Background: an optimization exercise with open tools, aiming at small area. Do not read the settings as production practice. Only simulation tests tie the RTL to the original design; equivalence was not proved. No activity file was given, so power comes from the tool's default toggle rates.

## run a
==> flow/design.v <==
module fifo1(input clk, rst, sft_rst, read_enb, write_enb, lfd_state,
             input [7:0] data_in,
             output reg [7:0] data_out,
             output empty, full);
reg [8:0] mem [0:15];
reg [4:0] w_ptr, r_ptr;
reg wrapped;
reg [5:0] temp;   
wire temp_zero = &temp;
wire rd = !empty && read_enb;
wire we = write_enb && !full;
reg [15:0] sel;
reg [8:0] rdata;
integer i;
always @(*) begin
        rdata = 9'b0;
        for (i = 0; i < 16; i = i + 1) begin
                sel[i] = (r_ptr[3:0] == i) && (wrapped || w_ptr[3:0] > i);
                rdata = rdata | ({9{sel[i]}} & mem[i]);
        end
end
always @(posedge clk)
        if (we)
                mem[w_ptr[3:0]] <= {lfd_state, data_in};
always @(posedge clk)
        if (!rst || sft_rst) begin
                w_ptr <= 5'b0;
                wrapped <= 1'b0;
        end else if (we) begin
                w_ptr <= w_ptr + 1'b1;
                if (w_ptr[3:0] == 4'hf)
                        wrapped <= 1'b1;
        end
always @(posedge clk)
        if (!rst)
                r_ptr <= 5'b0;
        else if (rd)
                r_ptr <= r_ptr + 1'b1;
always @(posedge clk)
        if (!rst)
                data_out <= 8'b0;
        else if (rd)
                data_out <= rdata[7:0];
        else if (sft_rst || temp_zero)
                data_out <= 8'b0;
always @(posedge clk)
        if (!rst || sft_rst)
                temp <= 6'h3f;
        else if (rd) begin
                if (rdata[8])
                        temp <= rdata[7:2];
                else if (!temp_zero)
                        temp <= temp - 1'b1;
        end
assign full = (w_ptr == 5'd16) && (r_ptr == 5'd0);
assign empty = (r_ptr == w_ptr);
endmodule
module Synchronizer(input rst, clk, detect_add,
                    read_enb_0, read_enb_1, read_enb_2,
                    full_0, full_1, full_2,
                    empty_0, empty_1, empty_2,
                    write_enb_reg,
                    input [1:0] data_in,
                    output vld_out_0, vld_out_1, vld_out_2,
                    output sft_rst_0, sft_rst_1, sft_rst_2,
                    output fifo_full,
                    output [2:0] write_enb);
reg [1:0] address;
always @(posedge clk)
        if (!rst)
                address <= 2'b00;
        else if (detect_add)
                address <= data_in;
assign write_enb = write_enb_reg ? {address == 2'd2, address == 2'd1, address == 2'd0} : 3'b000;
assign fifo_full = (address == 2'd0 && full_0) || (address == 2'd1 && full_1) || (address == 2'd2 && full_2);
assign vld_out_0 = ~empty_0;
assign vld_out_1 = ~empty_1;
assign vld_out_2 = ~empty_2;
timeout t0(.clk(clk), .rst(rst), .vld(vld_out_0), .read_enb(read_enb_0), .sft_rst(sft_rst_0));
timeout t1(.clk(clk), .rst(rst), .vld(vld_out_1), .read_enb(read_enb_1), .sft_rst(sft_rst_1));
timeout t2(.clk(clk), .rst(rst), .vld(vld_out_2), .read_enb(read_enb_2), .sft_rst(sft_rst_2));
endmodule
module timeout(input clk, rst, vld, read_enb, output reg sft_rst);
reg [4:0] count;
always @(posedge clk)
        if (!rst || !vld || read_enb) begin
                count <= 5'd0;
                sft_rst <= 1'b0;
        end else if (count == 5'b11000) begin
                count <= 5'd0;
                sft_rst <= 1'b1;
        end else
                count <= {count[3:0], ~(count[4] ^ count[2])};
endmodule
module fsm(input clk, rst, pkt_valid, parity_done,
           sft_rst_0, sft_rst_1, sft_rst_2,
           fifo_full,
           fifo_empty_0, fifo_empty_1, fifo_empty_2,
           input [1:0] data_in,
           output busy, detect_add, ld_state, laf_state, write_enb_reg, lfd_state);
localparam decoder_address    = 3'b000,
           load_data          = 3'b001,
           load_first_data    = 3'b010,
           load_parity        = 3'b011,
           wait_till_empty    = 3'b100,
           load_after_full    = 3'b101,
           check_parity_error = 3'b110,
           fifo_full_state    = 3'b111;
reg [2:0] state, next_state;
wire addr_ok = (data_in != 2'd3);
wire dest_empty = (data_in == 2'd0 && fifo_empty_0) ||
                  (data_in == 2'd1 && fifo_empty_1) ||
                  (data_in == 2'd2 && fifo_empty_2);
always @(posedge clk)
        if (!rst || sft_rst_0 || sft_rst_1 || sft_rst_2)
                state <= decoder_address;
        else
                state <= next_state;
always @(*) begin
        case (state)
        decoder_address:    next_state = (pkt_valid && addr_ok) ? (dest_empty ? load_first_data : wait_till_empty) : decoder_address;
        load_first_data:    next_state = load_data;
        wait_till_empty:    next_state = dest_empty ? load_first_data : wait_till_empty;
        load_data:          next_state = fifo_full ? fifo_full_state : (pkt_valid ? load_data : load_parity);
        load_parity:        next_state = check_parity_error;
        check_parity_error: next_state = fifo_full ? fifo_full_state : decoder_address;
        fifo_full_state:    next_state = fifo_full ? fifo_full_state : load_after_full;
        default:            next_state = parity_done ? decoder_address : load_data;  
        endcase
end
assign busy = state[2] | state[1];
assign detect_add = (state == decoder_address);
assign ld_state = (state == load_data);
assign laf_state = (state == load_after_full);
assign lfd_state = (state == load_first_data);
assign write_enb_reg = (state == load_data) || (state == load_parity) || (state == load_after_full);
endmodule
module register(input clk, rst, pkt_valid, fifo_full, detect_add, ld_state, laf_state,
                input [7:0] data_in,
                output reg parity_done, err,
                output reg [7:0] dout);
reg [7:0] full_state_byte;
reg [7:0] parity;
always @(posedge clk)
        if (!rst)
                dout <= 8'b0;
        else if ((detect_add && pkt_valid && data_in[1:0] != 2'd3) || (ld_state && !fifo_full))
                dout <= data_in;
        else if (laf_state)
                dout <= full_state_byte;
always @(posedge clk)
        if (!rst)
                full_state_byte <= 8'b0;
        else if (ld_state && fifo_full)
                full_state_byte <= data_in;
always @(posedge clk)
        if (detect_add)
                parity <= data_in;
        else if (ld_state && (pkt_valid || !fifo_full))
                parity <= parity ^ data_in;
always @(posedge clk)
        if (!rst)
                parity_done <= 1'b0;
        else if (ld_state && !fifo_full && !pkt_valid)
                parity_done <= 1'b1;
        else if (detect_add)
                parity_done <= 1'b0;
always @(posedge clk)
        if (!rst)
                err <= 1'b0;
        else if (parity_done)
                err <= (parity != 8'b0);
endmodule
module router(input clk, rst,
              read_enb_0, read_enb_1, read_enb_2, pkt_valid,
              input [7:0] data_in,
              output vld_out_0, vld_out_1, vld_out_2, err, busy,
              output [7:0] data_out_0, data_out_1, data_out_2);
wire [2:0] write_enb;
wire [7:0] dout;
wire sft_rst_0, sft_rst_1, sft_rst_2;
wire fifo_empty_0, fifo_empty_1, fifo_empty_2;
wire full_0, full_1, full_2, fifo_full;
wire detect_add, ld_state, laf_state, write_enb_reg, lfd_state, parity_done;
reg lfd_t;
always @(posedge clk)
        lfd_t <= lfd_state;
fifo1 F0(.clk(clk), .rst(rst), .write_enb(write_enb[0]), .sft_rst(sft_rst_0), .read_enb(read_enb_0),
         .data_in(dout), .lfd_state(lfd_t), .empty(fifo_empty_0), .data_out(data_out_0), .full(full_0));
fifo1 F1(.clk(clk), .rst(rst), .write_enb(write_enb[1]), .sft_rst(sft_rst_1), .read_enb(read_enb_1),
         .data_in(dout), .lfd_state(lfd_t), .empty(fifo_empty_1), .data_out(data_out_1), .full(full_1));
fifo1 F2(.clk(clk), .rst(rst), .write_enb(write_enb[2]), .sft_rst(sft_rst_2), .read_enb(read_enb_2),
         .data_in(dout), .lfd_state(lfd_t), .empty(fifo_empty_2), .data_out(data_out_2), .full(full_2));
Synchronizer synch1(.detect_add(detect_add), .data_in(data_in[1:0]), .clk(clk), .rst(rst),
                    .write_enb_reg(write_enb_reg),
                    .read_enb_0(read_enb_0), .read_enb_1(read_enb_1), .read_enb_2(read_enb_2),
                    .empty_0(fifo_empty_0), .empty_1(fifo_empty_1), .empty_2(fifo_empty_2),
                    .full_0(full_0), .full_1(full_1), .full_2(full_2),
                    .vld_out_0(vld_out_0), .vld_out_1(vld_out_1), .vld_out_2(vld_out_2),
                    .sft_rst_0(sft_rst_0), .sft_rst_1(sft_rst_1), .sft_rst_2(sft_rst_2),
                    .fifo_full(fifo_full), .write_enb(write_enb));
fsm fsm1(.clk(clk), .rst(rst), .pkt_valid(pkt_valid), .parity_done(parity_done),
         .sft_rst_0(sft_rst_0), .sft_rst_1(sft_rst_1), .sft_rst_2(sft_rst_2),
         .fifo_full(fifo_full),
         .fifo_empty_0(fifo_empty_0), .fifo_empty_1(fifo_empty_1), .fifo_empty_2(fifo_empty_2),
         .data_in(data_in[1:0]),
         .busy(busy), .detect_add(detect_add), .ld_state(ld_state), .laf_state(laf_state),
         .write_enb_reg(write_enb_reg), .lfd_state(lfd_state));
register r1(.clk(clk), .rst(rst), .pkt_valid(pkt_valid), .fifo_full(fifo_full),
            .detect_add(detect_add), .ld_state(ld_state), .laf_state(laf_state),
            .data_in(data_in), .parity_done(parity_done), .err(err), .dout(dout));
endmodule
==> flow/config.mk <==
export PLATFORM = sky130hd
export DESIGN_NAME = router
export DESIGN_NICKNAME = router
export VERILOG_FILES = /design/flow/design.v
export SDC_FILE = /design/flow/constraint.sdc
export NUM_CORES = 4
export LEC_CHECK = 0
export CAP_MARGIN = 0
export CORE_MARGIN = 2
export CORE_UTILIZATION = 70
export SLEW_MARGIN = 0
==> flow/constraint.sdc <==
create_clock -name core_clock -period 5.0 [get_ports {clk}]
set_input_delay 1.0000 -clock core_clock [delete_from_list [all_inputs] [get_ports {clk}]]
set_output_delay 1.0000 -clock core_clock [all_outputs]
set_load 0.01 [all_outputs]
standard.sh (not shown) runs the stock make flow with config.mk's settings and CLKGATE_MAP_FILE= SYNTH_SCRIPT=/design/flow/synth_recipe.tcl, a recipe that flattens the netlist after the stock synthesis.
==> flow/flow/run.sh <==
#!/bin/bash
# Layout flow: the standard synthesis, its combinational logic re-mapped for
# area, then the standard layout steps with a leaner clock tree (clkbuf_8
# only, no dummy loads) and buf_1 cells as the port buffers.
set -euo pipefail
here=$(pwd)
flowdir=$here/flow
res=$here/orfs/results/$FLOW_PLATFORM/router/base
lib=$FLOW_HOME/platforms/$FLOW_PLATFORM/lib/sky130_fd_sc_hd__tt_025C_1v80.lib
YOSYS=$(command -v yosys || echo /OpenROAD-flow-scripts/tools/install/yosys/bin/yosys)

export CTS_ARGS="-sink_clustering_enable -repair_clock_nets -dont_use_dummy_load -buf_list sky130_fd_sc_hd__clkbuf_8 -sink_clustering_size 20 -sink_clustering_max_diameter 50"
export BUFFER_PORTS_ARGS="-buffer_cell sky130_fd_sc_hd__buf_1"

# 1. standard synthesis
bash standard.sh synth > synth_standard.log 2>&1

# 2. re-map the combinational logic
dont_use=""
for c in $(cat "$flowdir/dont_use.txt"); do dont_use="$dont_use -dont_use $c"; done
python3 "$flowdir/genmodels.py" "$lib" "$here/comb_models.v" > genmodels.log 2>&1
cp "$res/1_2_yosys.v" "$here/1_2_yosys.standard.v"
sed -e "s#@LIB@#$lib#g" -e "s#@MODELS@#$here/comb_models.v#" \
    -e "s#@NETLIST_IN@#$here/1_2_yosys.standard.v#" -e "s#@NETLIST_OUT@#$here/1_2_yosys.resynth.v#" \
    -e "s#@TOP@#$FLOW_TOP#" -e "s#@ABC_SCRIPT@#$flowdir/area.abc#" -e "s#@DONT_USE@#$dont_use#" \
    "$flowdir/resynth.ys.in" > resynth.ys
"$YOSYS" -s resynth.ys > resynth.log 2>&1
cp "$here/1_2_yosys.resynth.v" "$res/1_2_yosys.v"
rm -f "$res/1_synth.odb" "$res/1_synth.sdc"

# 3. the rest of the standard layout; repairs use buffers no larger than buf_2
export DONT_USE_CELLS="sky130_fd_sc_hd__buf_4 sky130_fd_sc_hd__buf_6 sky130_fd_sc_hd__buf_8 sky130_fd_sc_hd__buf_12 sky130_fd_sc_hd__buf_16"
bash standard.sh > layout_standard.log 2>&1
Other scripts of this flow, unchanged in this note and not shown: flow/flow/area.abc, flow/flow/dont_use.txt, flow/flow/genmodels.py, flow/flow/resynth.ys.in
Run a: flow completed, timing, DRC and antenna clean
The inputs of run b differ from those of run a as listed below.
Settings: GPL_TIMING_DRIVEN: unset -> 0; SLEW_MARGIN: 0 -> 10; CAP_MARGIN: 0 -> 10.
diff --git a/flow/flow/run.sh b/flow/flow/run.sh
--- a/flow/flow/run.sh
+++ b/flow/flow/run.sh
@@ -29,5 +29,4 @@
 rm -f "$res/1_synth.odb" "$res/1_synth.sdc"
 
-# 3. the rest of the standard layout; repairs use buffers no larger than buf_2
-export DONT_USE_CELLS="sky130_fd_sc_hd__buf_4 sky130_fd_sc_hd__buf_6 sky130_fd_sc_hd__buf_8 sky130_fd_sc_hd__buf_12 sky130_fd_sc_hd__buf_16"
+# 3. the rest of the standard layout
 bash standard.sh > layout_standard.log 2>&1
## What came out
- Re combinational share of power: run b and run a aren't equal, and the lower value belongs to run a.
- Run b vs run a: final critical delay including setup and external delays up
- Run a → run b: total power increased 0.000039 W, final-layout clock-cell area share essentially unchanged.

## what the ideal ports hide
The flow's constraints put no driver on any port. The routed layouts listed below were extracted and timed again, unchanged, in two steps. Step 1 assumes that a clkbuf_16 drives the clock port and a buf_2 every other input. Step 2 times the ports against the registers' clock, not the clock port: input delays grow and output delays shrink by t, the midpoint of the rising clock arrivals with the driver on. Slacks: ideal / step 1 / step 2; pairs: ideal / step 1.
run	shift t [ns]	setup WS [ns]	cell pins on the clock port's net
run a	0.607	1.236 / 1.236 / 1.236	1
run b	0.604	1.174 / 1.174 / 1.174	1
After both steps setup and hold are still met in every run listed.
